This design comes from an exercise in tuning for small area, a short achievable clock period and few clock cycles per item on the open sky130 flow, not from production work. Where RTL was checked, it was by simulation tests only, not by an equivalence proof against the original. Power is estimated from default activity; no workload was simulated.

Setup of run 1:
==> flow/design.v <==
module alu_design(clock,reset,A,B,start_op,op_sel,result,end_op);
	localparam IN_WIDTH = 16;
	localparam OUT_WIDTH = 32;
	localparam OP_WIDTH = 3;
	input logic clock,reset;
	input logic [IN_WIDTH - 1 : 0] A;
	input logic [IN_WIDTH - 1 : 0] B;
	input logic start_op;
	input [OP_WIDTH - 1 : 0] op_sel;
	output logic [OUT_WIDTH - 1 : 0] result;
	output logic end_op;
	logic [2:0] cnt;           
	wire is_mul = op_sel[2] & ~op_sel[0];
	wire is_sub = ~op_sel[2] & op_sel[1] & ~op_sel[0];
	wire [15:0] src = (cnt == 3'd0) ? B : result[15:0];
	wire [1:0] dig = src[1:0];
	wire [15:0] hi = (cnt == 3'd0) ? 16'd0 : result[31:16];
	wire [15:0] x  = hi;
	wire [15:0] y  = A & {16{~op_sel[2] | dig[0]}};
	wire [16:0] z  = op_sel[2] ? {A & {16{dig[1]}}, 1'b0} : {1'b0, B ^ {16{op_sel[1] & ~op_sel[0]}}};
	wire [16:0] s  = {1'b0, x ^ y} ^ z;
	wire [16:0] c  = ({1'b0, x & y}) | ({1'b0, x ^ y} & z);
	wire [17:0] sum = 18'(s) + 18'({c, is_sub});
	logic [31:0] res_d;
	always_comb begin
		if (op_sel[2])
			res_d = op_sel[0] ? {16'd0, A & B} : {sum, src[15:2]};
		else if (op_sel[1] & op_sel[0])
			res_d = {16'd0, s[15:0]};
		else if (op_sel[1])
			res_d = {{16{~sum[16]}}, sum[15:0]};
		else if (op_sel[0])
			res_d = {15'd0, sum[16:0]};
		else
			res_d = 32'd0;
	end
	always_ff @(posedge clock)
		result <= res_d;
	always_ff @(posedge clock or posedge reset)
	begin
		if (reset) begin
			end_op <= 1'b0;
			cnt    <= 3'd0;
		end
		else if (start_op) begin
			end_op <= ~is_mul | (cnt == 3'd7);
			cnt    <= (is_mul && cnt != 3'd7) ? cnt + 3'd1 : 3'd0;
		end
		else begin
			end_op <= 1'b0;
			cnt    <= 3'd0;
		end
	end
endmodule
==> flow/config.mk <==
export PLATFORM = sky130hd
export DESIGN_NAME = alu_design
export DESIGN_NICKNAME = alu_design
export VERILOG_FILES = /design/flow/design.v
export SDC_FILE = /design/flow/constraint.sdc
export NUM_CORES = 4
export LEC_CHECK = 0
export CAP_MARGIN = 20
export CORE_MARGIN = 2
export CORE_UTILIZATION = 40
export SETUP_SLACK_MARGIN = 4
export SLEW_MARGIN = 20
==> flow/constraint.sdc <==
create_clock -name core_clock -period 8.5 [get_ports {clock}]
set_input_delay 1.7000 -clock core_clock [delete_from_list [all_inputs] [get_ports {clock}]]
set_output_delay 1.7000 -clock core_clock [all_outputs]
set_load 0.01 [all_outputs]
standard.sh (not shown) runs the stock make flow with config.mk's settings and CLKGATE_MAP_FILE= SYNTH_SCRIPT=/design/flow/synth_recipe.tcl, a recipe that flattens the netlist after the stock synthesis.
==> flow/flow/run.sh <==
#!/bin/bash
# The standard layout, with the port buffers made from the smallest
# buffer cell, and the buffers from synthesis removed before placement so
# the resizer buffers the design afresh.
set -euo pipefail
bash standard.sh BUFFER_PORTS_ARGS="-buffer_cell sky130_fd_sc_hd__buf_1" REMOVE_ABC_BUFFERS=1 finish > standard_flow.log 2>&1
Run 1 reached the final stage; the timing, design-rule and antenna checks on its layout passed.
Testbench counts of run 1, summed over its fixed seeds: cycles 52,084, items 24,000.
[inputs] run 2 vs run 1
--- a/flow/config.mk
+++ b/flow/config.mk
@@ -9,4 +9,4 @@
 export CORE_MARGIN = 2
 export CORE_UTILIZATION = 40
-export SETUP_SLACK_MARGIN = 4
+export SETUP_SLACK_MARGIN = 3.5
 export SLEW_MARGIN = 20
Delta (run 2 minus run 1): first-iteration DRC count fell by 55, wire length shrank by 1700 µm, global-route wire length before repair decreased 11%, final core utilization saw a decrease.
Compare run 1 and run 2 | delay of the slowest cell on the worst path higher: run 1
Measured against each other, run 1 and run 2 differ in final cell area excluding filler cells, the higher figure coming from run 1.
Run comparison: run 1 startpoint of the worst setup timing path op_sel[1]; run 2 startpoint of the worst setup timing path op_sel[0]
Cmp run 2 vs run 1: power lower in run 2
Summary of the comparison: data arrival time at the worst-slack endpoint is higher in run 2, relative to run 1.
Diff run 1 -> run 2: static leakage moved down, hold slack ~0 delta.
[inputs] run 3 vs run 2
==> flow/flow/run.sh <==
#!/bin/bash
# The standard layout, with the port buffers made from the smallest
# buffer cell instead of the flow's default choice.
set -euo pipefail
bash standard.sh BUFFER_PORTS_ARGS="-buffer_cell sky130_fd_sc_hd__buf_1" finish > standard_flow.log 2>&1
--- a/flow/config.mk
+++ b/flow/config.mk
@@ -9,4 +9,4 @@
 export CORE_MARGIN = 2
 export CORE_UTILIZATION = 40
-export SETUP_SLACK_MARGIN = 3.5
+export SETUP_SLACK_MARGIN = 3.75
 export SLEW_MARGIN = 20
==> summary.txt <==
- In run 3 the first-pass GRT wire length turned out about 5% higher than in run 2.
- | post-place setup slack | run 3 vs run 2 | worse |
- Comparing run 3 and run 2, the higher reg-to-reg setup timing slack is on run 2.
- Between run 3 and run 2, it is run 3 whose sequential share of layout area is lower, by 0.78 points.
- Of run 3 and run 2, the lower arrival time of the worst setup path belongs to run 3.
- Comparing the two runs side by side, run 3 comes out behind run 2 on power.
- As of run 3, cell count had risen slightly compared to run 2.
> inputs changed (run 3 -> run 4)
--- a/flow/config.mk
+++ b/flow/config.mk
@@ -9,4 +9,4 @@
 export CORE_MARGIN = 2
 export CORE_UTILIZATION = 40
-export SETUP_SLACK_MARGIN = 3.75
+export SETUP_SLACK_MARGIN = 4
 export SLEW_MARGIN = 20
==> comparison <==
Side by side, endpoint arrival time on the critical path turned out lower in run 4 than in run 3. Reported for run 4 and run 3, sequential cell area turned out identical to the last digit. Number of iterations in the first detailed-routing pass was higher in run 3 than in run 4. ~same count of clock buffers in the final design in run 4 and run 3. Against run 3, run 4 reports a total wirelength of the detailed-routed design that is higher. Run 4 contains more vias than run 3. Run 4 vs. run 3: post-route clock period utilization lost 1.0 points, power picked up an extra 10%.


== run A ==
Starts from the design.v that is shown in full above.
==> flow/config.mk <==
export PLATFORM = sky130hd
export DESIGN_NAME = alu_design
export DESIGN_NICKNAME = alu_design
export VERILOG_FILES = /design/flow/design.v
export SDC_FILE = /design/flow/constraint.sdc
export NUM_CORES = 4
export LEC_CHECK = 0
export CAP_MARGIN = 20
export CORE_MARGIN = 2
export CORE_UTILIZATION = 40
export PLACE_DENSITY = 0.45
export SETUP_SLACK_MARGIN = 3.5
export SLEW_MARGIN = 20
==> flow/constraint.sdc <==
create_clock -name core_clock -period 8.5 [get_ports {clock}]
set_input_delay 1.7000 -clock core_clock [delete_from_list [all_inputs] [get_ports {clock}]]
set_output_delay 1.7000 -clock core_clock [all_outputs]
set_load 0.01 [all_outputs]
==> flow/flow/run.sh <==
#!/bin/bash
# The standard layout, with the port buffers made from the smallest
# buffer cell instead of the flow's default choice.
set -euo pipefail
bash standard.sh BUFFER_PORTS_ARGS="-buffer_cell sky130_fd_sc_hd__buf_1" finish > standard_flow.log 2>&1
Looking at the reports, run A completed the entire flow and the layout it produced met the timing, design-rule and antenna checks.
Testbench counts of run A, summed over its fixed seeds: cycles 52,084, items 24,000.
#### Input delta (run B over run A)
- a deleted PLACE_DENSITY that had been 0.45
==> summary.txt <==
Run B: clock group share of total power is 1.9 points higher than what run A reported.
First-pass GRT wire length was higher in run A than in run B.
A master of the slowest instance on the critical path of fa_2 is what run B shows, while fa_1 belongs to run A.
Compared to run A, run B shows a narrower setup margin.
Min maximum clock frequency across run A and run B: run B
--- input diff run B..run C ---
- SETUP_SLACK_MARGIN now 3, was 3.5
==> comparison <==
Run C contains fewer vias than run B. Re setup slack: run B and run C aren't equal, and the lower value belongs to run C. The non-clock buffer total of the final layout in run C sits 3 below the value recorded for run B. Run C against run B: count of placed standard cells in the final layout, fillers left out went down by 3, sequential share of layout area went up by 0.51 points, total power draw went down by about 1.6%.
[inputs] run D vs run C
- a change of SETUP_SLACK_MARGIN from 3 to 3.6
==> comparison <==
- Having completed the whole flow, run D delivered a layout that passed the timing, design-rule and antenna checks.
- Run C -> run D: clock power flat
- Max fraction of area in multi-input gates across run C and run D: run C
- Going from run C to run D, the maximum frequency was found to have gone up by 10%.
- Compared with run C, in run D static leakage power went up by about 5.4%, shortest period the worst path allows went down by 0.49 ns.


== oak ==
alu_design, a different RTL version from the one above (not shown whole).
Size in the first run: ~590 cells after synthesis, about 36 flip-flops, roughly 3600 sq um of cells after synthesis.
Settings: LEC_CHECK=0, ABC_AREA=1, CAP_MARGIN=20, CORE_MARGIN=2, CORE_UTILIZATION=40, SETUP_SLACK_MARGIN=3, SLEW_MARGIN=20; clock period 8.5 ns.
Scripts as last shown in full above: flow/flow/run.sh
oak completed every stage of the flow, and the final layout passed the timing, design-rule and antenna checks.
Testbench counts of oak, summed over its fixed seeds: cycles 52,084, items 24,000.
Edits applied to the flow inputs when going from oak to pine:
- removing ABC_AREA (formerly 1)
- changing CORE_UTILIZATION from 40 to 60
--- outcome ---
A main combinational cell family by area after synthesis of compound AO/OA/AOI/OAI gates is what pine shows, while simple AND/OR/NAND/NOR gates belongs to oak.
Power attributed to combinational cells (lower): pine
pine ended up with met2 as its layer with the highest usage; oak ended up with met1.
In the reports for oak and pine, the smaller wire length of the first global-routing pass belongs to pine.
Taking oak over pine, the total wire length after detailed routing ratio works out to 1.3.
Compared with oak, pine shows wire length on met1 that has gone down by more than a quarter.


Another version of the RTL of alu_design (not shown whole).
Size in the first run: roughly 580 cells after synthesis, roughly 36 flip-flops, about 71 I/O pins, roughly 4600 µm² of cells after synthesis.
clock: 8.5 ns
lec_check: 0
abc_clock_period_in_ps: 3500
cap_margin: 20
core_margin: 2
core_utilization: 40
setup_slack_margin: 5
slew_margin: 20
run.sh (not shown) runs the stock make flow with config.mk's settings and CLKGATE_MAP_FILE= SYNTH_SCRIPT=/design/flow/synth_recipe.tcl, a recipe that flattens the netlist after the stock synthesis.
Stock flow here: none of the scripts above is used.
Edit:
==> flow/flow/run.sh (new file) <==
#!/bin/bash
# The standard layout, with the port buffers made from the smallest
# buffer cell instead of the flow's default choice.
set -euo pipefail
bash standard.sh BUFFER_PORTS_ARGS="-buffer_cell sky130_fd_sc_hd__buf_1" finish > standard_flow.log 2>&1
==> flow/standard.sh (new file) <==
#!/bin/bash
# synth_recipe.tcl (not shown) runs the flow's synth.tcl, then flattens the netlist and writes it again
# the make line also repeats each setting of config.mk as NAME=value (left out here)
make -C /OpenROAD-flow-scripts/flow DESIGN_CONFIG=/design/flow/config.mk WORK_HOME=/design/flow/orfs CLKGATE_MAP_FILE= SYNTH_SCRIPT=/design/flow/synth_recipe.tcl "${@:-finish}"
Settings changed: ABC_CLOCK_PERIOD_IN_PS 3500 to not set, SETUP_SLACK_MARGIN 5 to 3.
removed: flow/run.sh
Worst setup slack got worse by 60 ps.
Non-clock buffer count shrinks by 6.
Clock power went down by about 8%.
Clock-buffer cell count goes down by 3.
Combinational power is lower by about 10%.
Final area drops by 11%.
Edit:
Settings changed: SETUP_SLACK_MARGIN 3 to 3.5.
What happened:
- first-iteration DRC count is lower by 2.5%
- critical path depth went down by 2
- combinational power decreases by about 4%
- clock power rises by about 7%
- power shrinks by 1.9%
- area after synthesis does not change
- global-route usage went down by 1.3 points
No functional check of the RTL was part of any run of this note.

[re-timing with driven ports]
The results above use ideal ports. As a check the final layouts listed here were re-extracted and re-timed, cells and wires unchanged.
Step 1 assumes that a clkbuf_16 drives the clock port and a buf_2 every other input.
Step 2 moves the port delays by t, midway between the first and last clock arrival at a register: inputs arrive t later, outputs are due t later. That takes back most of the time a late clock gives input paths.
a / b / c = no drivers / after step 1 / after step 2; a / b = the first two.
| run | t (ns) | setup WS [ns] | pins driven straight from the clock port |
|---|---|---|---|
| run 1 | 0.329 | 3.920 / 3.931 / 3.603 | 1 |
| run 2 | 0.326 | 3.657 / 3.667 / 3.342 | 1 |
| run 3 | 0.324 | 3.863 / 3.867 / 3.543 | 1 |
| run 4 | 0.344 | 3.950 / 3.940 / 3.596 | 1 |
| run A | 0.323 | 3.694 / 3.707 / 3.384 | 1 |
| run B | 0.325 | 3.642 / 3.638 / 3.314 | 1 |
| run C | 0.324 | 3.239 / 3.242 / 2.918 | 1 |
| run D | 0.326 | 3.725 / 3.705 / 3.379 | 1 |
| oak | 0.320 | 3.227 / 3.237 / 2.917 | 1 |
| pine | 0.311 | 3.194 / 3.194 / 2.882 | 1 |
| the first run of note 4 | 0.331 | 2.694 / 2.699 / 2.368 | 1 |
| the second run of note 4 | 0.322 | 2.634 / 2.631 / 2.309 | 1 |
| the third run of note 4 | 0.324 | 2.774 / 2.770 / 2.446 | 1 |
After both steps setup and hold are still met in every run listed. The setup slack of run 4, which loses most, moves by -0.010 ns with the drivers and by -0.354 ns with both steps.
